Source: an optimization exercise on an open RTL-to-GDS flow (aim: small area). Production flows keep margins and buffers that such runs may drop.
At most, simulation tests tie the RTL to the original design; equivalence was not proved.
No driver is modelled on the clock port, so clock power and skew are understated where the tree is cut down; a real chip needs a root buffer or a tree.
Power is estimated from default activity; no workload was simulated.

// Tetris
module Tetris(
    I_CLK,
    I_KEY_UP,
    I_KEY_DOWN,
    I_KEY_LEFT,
    I_KEY_RIGHT,
    I_RESET,
    O_RED,
    O_GREEN,
    O_BLUE,
    O_HSYNC,
    O_VSYNC,
    O_LED_KUP,
    O_LED_KDOWN,
    O_LED_KLEFT,
    O_LED_KRIGHT,
    display_data,
    draw_finish
);
For scale: about 480 cells after synthesis, about 0.0043 sq mm of cells after synthesis.
clock: 40.0 ns
lec_check: 0
cap_margin: 0
core_margin: 2
core_utilization: 70
cts_buf_list: sky130_fd_sc_hd__clkbuf_8
cts_cluster_diameter: 500
cts_cluster_size: 100
slew_margin: 0
standard.sh (not shown) runs the stock make flow with config.mk's settings and CLKGATE_MAP_FILE= SYNTH_SCRIPT=/design/flow/synth_recipe.tcl, a recipe that flattens the netlist after the stock synthesis.
==> flow/flow/run.sh <==
#!/bin/bash
# Own layout flow: the standard synthesis, then the combinational logic between the
# flip-flops re-mapped for area with ABC (the flip-flops are kept as they are): several
# seeded runs, the smallest one that Yosys proves equivalent to the standard netlist is
# used. Then the standard layout steps, with the smallest port buffers and a two-level
# clock tree of a few large buffers.
set -uo pipefail
WORK=$(pwd -P)
R=$WORK/orfs/results/sky130hd/Tetris/base
LIB=$FLOW_HOME/platforms/sky130hd/lib/sky130_fd_sc_hd__tt_025C_1v80.lib
YOSYS=$FLOW_HOME/../tools/install/yosys/bin/yosys
[[ -x $YOSYS ]] || YOSYS=yosys
DONTUSE="-dont_use *probe* -dont_use *lpflow*"

bash standard.sh $R/1_2_yosys.v > $WORK/log_synth.txt 2>&1 || exit 1
cp $R/1_2_yosys.v $WORK/netlist_std.v
sed 's/^module Tetris(/module gold(/' $WORK/netlist_std.v > $WORK/eq_gold.v

# re-mapping runs, 6 at a time
i=0
for kind in amap nf; do
  for seed in 1 2 3 4 5 6; do
    i=$((i + 1))
    sed "s/{SEED}/$seed/" flow/abc_$kind.script > $WORK/abc_run_$i.script
    sed -e "s#{LIB}#$LIB#g; s#{IN}#$WORK/netlist_std.v#; s#{OUT}#$WORK/netlist_reopt_$i.v#; s#{SCRIPT}#$WORK/abc_run_$i.script#; s#{DONTUSE}#$DONTUSE#" \
      flow/reopt.ys > $WORK/reopt_run_$i.ys
    $YOSYS -s $WORK/reopt_run_$i.ys > $WORK/log_reopt_$i.txt 2>&1 &
    if (( i % 6 == 0 )); then wait; fi
  done
done
wait

# candidates by area, smallest first
: > $WORK/reopt_areas.txt
for j in $(seq 1 $i); do
  a=$(grep "Chip area for module" $WORK/log_reopt_$j.txt | tail -1 | awk '{print $NF}')
  [[ -n "$a" && -s $WORK/netlist_reopt_$j.v ]] && echo "$a $j" >> $WORK/reopt_areas.txt
done
echo "standard netlist kept" > $WORK/reopt_status.txt
for j in $(sort -g $WORK/reopt_areas.txt | awk '{print $2}'); do
  sed 's/^module Tetris(/module gate(/' $WORK/netlist_reopt_$j.v > $WORK/eq_gate.v
  sed -e "s#{LIB}#$LIB#g; s#{GOLD}#$WORK/eq_gold.v#; s#{GATE}#$WORK/eq_gate.v#" flow/equiv.ys > $WORK/equiv_run.ys
  if $YOSYS -s $WORK/equiv_run.ys > $WORK/log_equiv_$j.txt 2>&1; then
    cp $WORK/netlist_reopt_$j.v $R/1_2_yosys.v
    echo "re-mapped netlist $j used" > $WORK/reopt_status.txt
    break
  fi
done
touch $R/1_2_yosys.v

# Port buffers of the smallest buffer; a two-level clock tree of a few large buffers.
export BUFFER_PORTS_ARGS="-inputs -outputs -buffer_cell sky130_fd_sc_hd__buf_1"
export PRE_CTS_TCL=$WORK/flow/cts_tree.tcl
export CTS_TREE_LEAVES=4
export CTS_TREE_ROOT=sky130_fd_sc_hd__clkbuf_4
export CTS_TREE_LEAF=sky130_fd_sc_hd__clkbuf_16
export CTS_TREE_MAX_SLEW=0.115
bash standard.sh finish > $WORK/log_layout.txt 2>&1
Other scripts of this flow, unchanged in this note and not shown: flow/flow/abc_amap.script, flow/flow/abc_nf.script, flow/flow/cts_tree.tcl, flow/flow/equiv.ys, flow/flow/reopt.ys
Rerun with:
--- a/flow/design.v
+++ b/flow/design.v
@@ -37,33 +37,35 @@
 assign rise = (s == R);
 always @(posedge clk)
     q <= (en ? {s[17:0], fb} : C0) ^ MASK;
 endmodule
 `timescale 1ns / 1ps
 module VGA(
     vga_clk,
     rst,
     disp_row,
     disp_col,
+    disp_valid,
     redOut,
     greenOut,
     blueOut,
     hsync,
     vsync,
     draw_finish,
     pre_finish,
     display_data
 );
 input vga_clk;
 input rst;
-input [4:0] disp_row;
+input [8:0] disp_row;     
 input [2:0] disp_col;
+input disp_valid;
 output redOut, greenOut, blueOut;
 output hsync;
 output vsync;
 output draw_finish;
 output pre_finish;
 output display_data;
 reg [4:0] ha, hb, va, vb;
 function ge5;
     input [4:0] x;
     input [4:0] k;
@@ -132,21 +134,21 @@
 wire vsync_n = (va == 5'd18) & (vb[4:1] == 4'd8);  
 wire disp_v  = hge(va, vb, 500) | ~hge(va, vb, 455);   
 wire grid_v  = ~hge(va, vb, 441);                 
 wire bord_v  = hge(va, vb, 517) | ~hge(va, vb, 449);   
 assign hsync = ~hsync_n;
 assign vsync = ~vsync_n;
 assign display_data = disp_h & disp_v;
 wire col_hit = h143 ? (disp_col == 3'd5)
              : (ha == 5'd15) ? (disp_col == 3'd0)
              : (ha[2:0] == disp_col);
-wire row_hit = (va == disp_row);
+wire row_hit = disp_valid & (disp_row == {4'b0000, va});   
 wire lit = col_hit & row_hit;
 reg [2:0] rgb;
 always @(*) begin
     if (!display_data)
         rgb = 3'b000;
     else if (grid_h && grid_v)
         rgb = lit ? 3'b111 : 3'b000;
     else if (bord_h && bord_v)
         rgb = 3'b100;
     else
@@ -158,39 +160,40 @@
 module STORAGE_CTRL;
 endmodule
 `timescale 1ns / 1ps
 module GAME_CTRL(
     clk,
     rst,
     rise,
     draw_finish,
     pre_finish,
     disp_row,
-    disp_col
+    disp_col,
+    disp_valid
 );
 input clk;
 input rst;
 input [3:0] rise;         
 input draw_finish;
 input pre_finish;         
-output [4:0] disp_row;    
+output [8:0] disp_row;    
 output [2:0] disp_col;
+output disp_valid;
 reg [3:0] op_keys_lt;     
 reg [3:0] frame_keys;     
 reg [7:0] head_x;
 reg [7:0] head_y;
 reg pub_valid;            
 reg shown_valid;          
-wire [8:0] row = head_y + head_x[7:3];
-wire row_ok = ~|row[8:5] & ~(row[4] & |row[3:1]);
-assign disp_row = (shown_valid & row_ok) ? row[4:0] : 5'd31;
+assign disp_row = head_y + head_x[7:3];
 assign disp_col = head_x[2:0];
+assign disp_valid = shown_valid;
 always @(posedge clk) begin
     if (rst) begin
         head_x <= 0;
         head_y <= 0;
     end
     else if (pre_finish) begin
         if (frame_keys[0])
             head_y <= head_y - 8'd1;
         if (frame_keys[2])
             head_x <= head_x - 8'd1;
@@ -253,47 +256,50 @@
 output O_BLUE;
 output O_HSYNC;
 output O_VSYNC;
 output O_LED_KUP;
 output O_LED_KDOWN;
 output O_LED_KLEFT;
 output O_LED_KRIGHT;
 output draw_finish;
 output display_data;
 wire [3:0] rise;
-wire [4:0] disp_row;
+wire [8:0] disp_row;
+wire disp_valid;
 wire [2:0] disp_col;
 wire pre_finish;
 assign O_LED_KUP = I_KEY_UP;
 assign O_LED_KDOWN = I_KEY_DOWN;
 assign O_LED_KLEFT = I_KEY_LEFT;
 assign O_LED_KRIGHT = I_KEY_RIGHT;
 KEY_PRESS up_key_event    (.clk(I_CLK), .rst(I_RESET), .key_sw(I_KEY_UP),    .rise(rise[0]));
 KEY_PRESS down_key_event  (.clk(I_CLK), .rst(I_RESET), .key_sw(I_KEY_DOWN),  .rise(rise[1]));
 KEY_PRESS left_key_event  (.clk(I_CLK), .rst(I_RESET), .key_sw(I_KEY_LEFT),  .rise(rise[2]));
 KEY_PRESS right_key_event (.clk(I_CLK), .rst(I_RESET), .key_sw(I_KEY_RIGHT), .rise(rise[3]));
 VGA vga_controller
 (
     .vga_clk(I_CLK),
     .rst(I_RESET),
     .disp_row(disp_row),
     .disp_col(disp_col),
+    .disp_valid(disp_valid),
     .redOut(O_RED),
     .greenOut(O_GREEN),
     .blueOut(O_BLUE),
     .hsync(O_HSYNC),
     .vsync(O_VSYNC),
     .draw_finish(draw_finish),
     .pre_finish(pre_finish),
     .display_data(display_data)
 );
 GAME_CTRL game_module
 (
     .clk(I_CLK),
     .rst(I_RESET),
     .rise(rise),
     .draw_finish(draw_finish),
     .pre_finish(pre_finish),
     .disp_row(disp_row),
-    .disp_col(disp_col)
+    .disp_col(disp_col),
+    .disp_valid(disp_valid)
 );
 endmodule
Outcome:
- hold slack gains 0.0043 ns
- cell count stays flat
- first-iteration DRC count goes up by a quarter to a third
- wire length goes down by a few percent
- global-route usage goes down by 0.43 points
- core utilization goes up by 0.17 points
- critical path depth does not change
- setup slack barely changes
- total power goes down slightly
- via count goes up slightly
- fmax barely changes
- die area is about the same
- final area barely changes
- clock skew goes up by 0.0068 ns
Function not checked in the second run of this note: the RTL went through the layout flow alone. In every run of this note, the design's own scripts or RTL, not TritonCTS, make the clock network.

==> what the ideal ports hide <==
The flow's constraints put no driver on any port. The routed layouts listed below were extracted and timed again, unchanged, in two steps. Step 1 sets driving cells, clkbuf_16 on the clock port and buf_2 on the other inputs (assumed; they add their load-dependent delay and slew). Step 2 moves the port delays by t, midway between the first and last clock arrival at a register: inputs arrive t later, outputs are due t later. That takes back most of the time a late clock gives input paths. Three values: ideal ports, drivers, drivers and shift; two values: the first two.
run | t (ns) | setup slack, ns | hold WS [ns] | slew at the worst register clock pin (ns) | worst data-port slew with drivers (ns)
the first run | 0.461 | 23.717 / 23.690 / 23.690 | 0.382 / 0.382 / 0.382 | 0.09 / 0.09 | 0.03
the second run | 0.472 | 23.716 / 23.692 / 23.692 | 0.386 / 0.386 / 0.386 | 0.10 / 0.10 | 0.03
After both steps setup and hold are still met in every run listed. For the first run, which loses most, drivers alone change the setup slack by -0.027 ns; drivers and shift together by -0.027 ns.
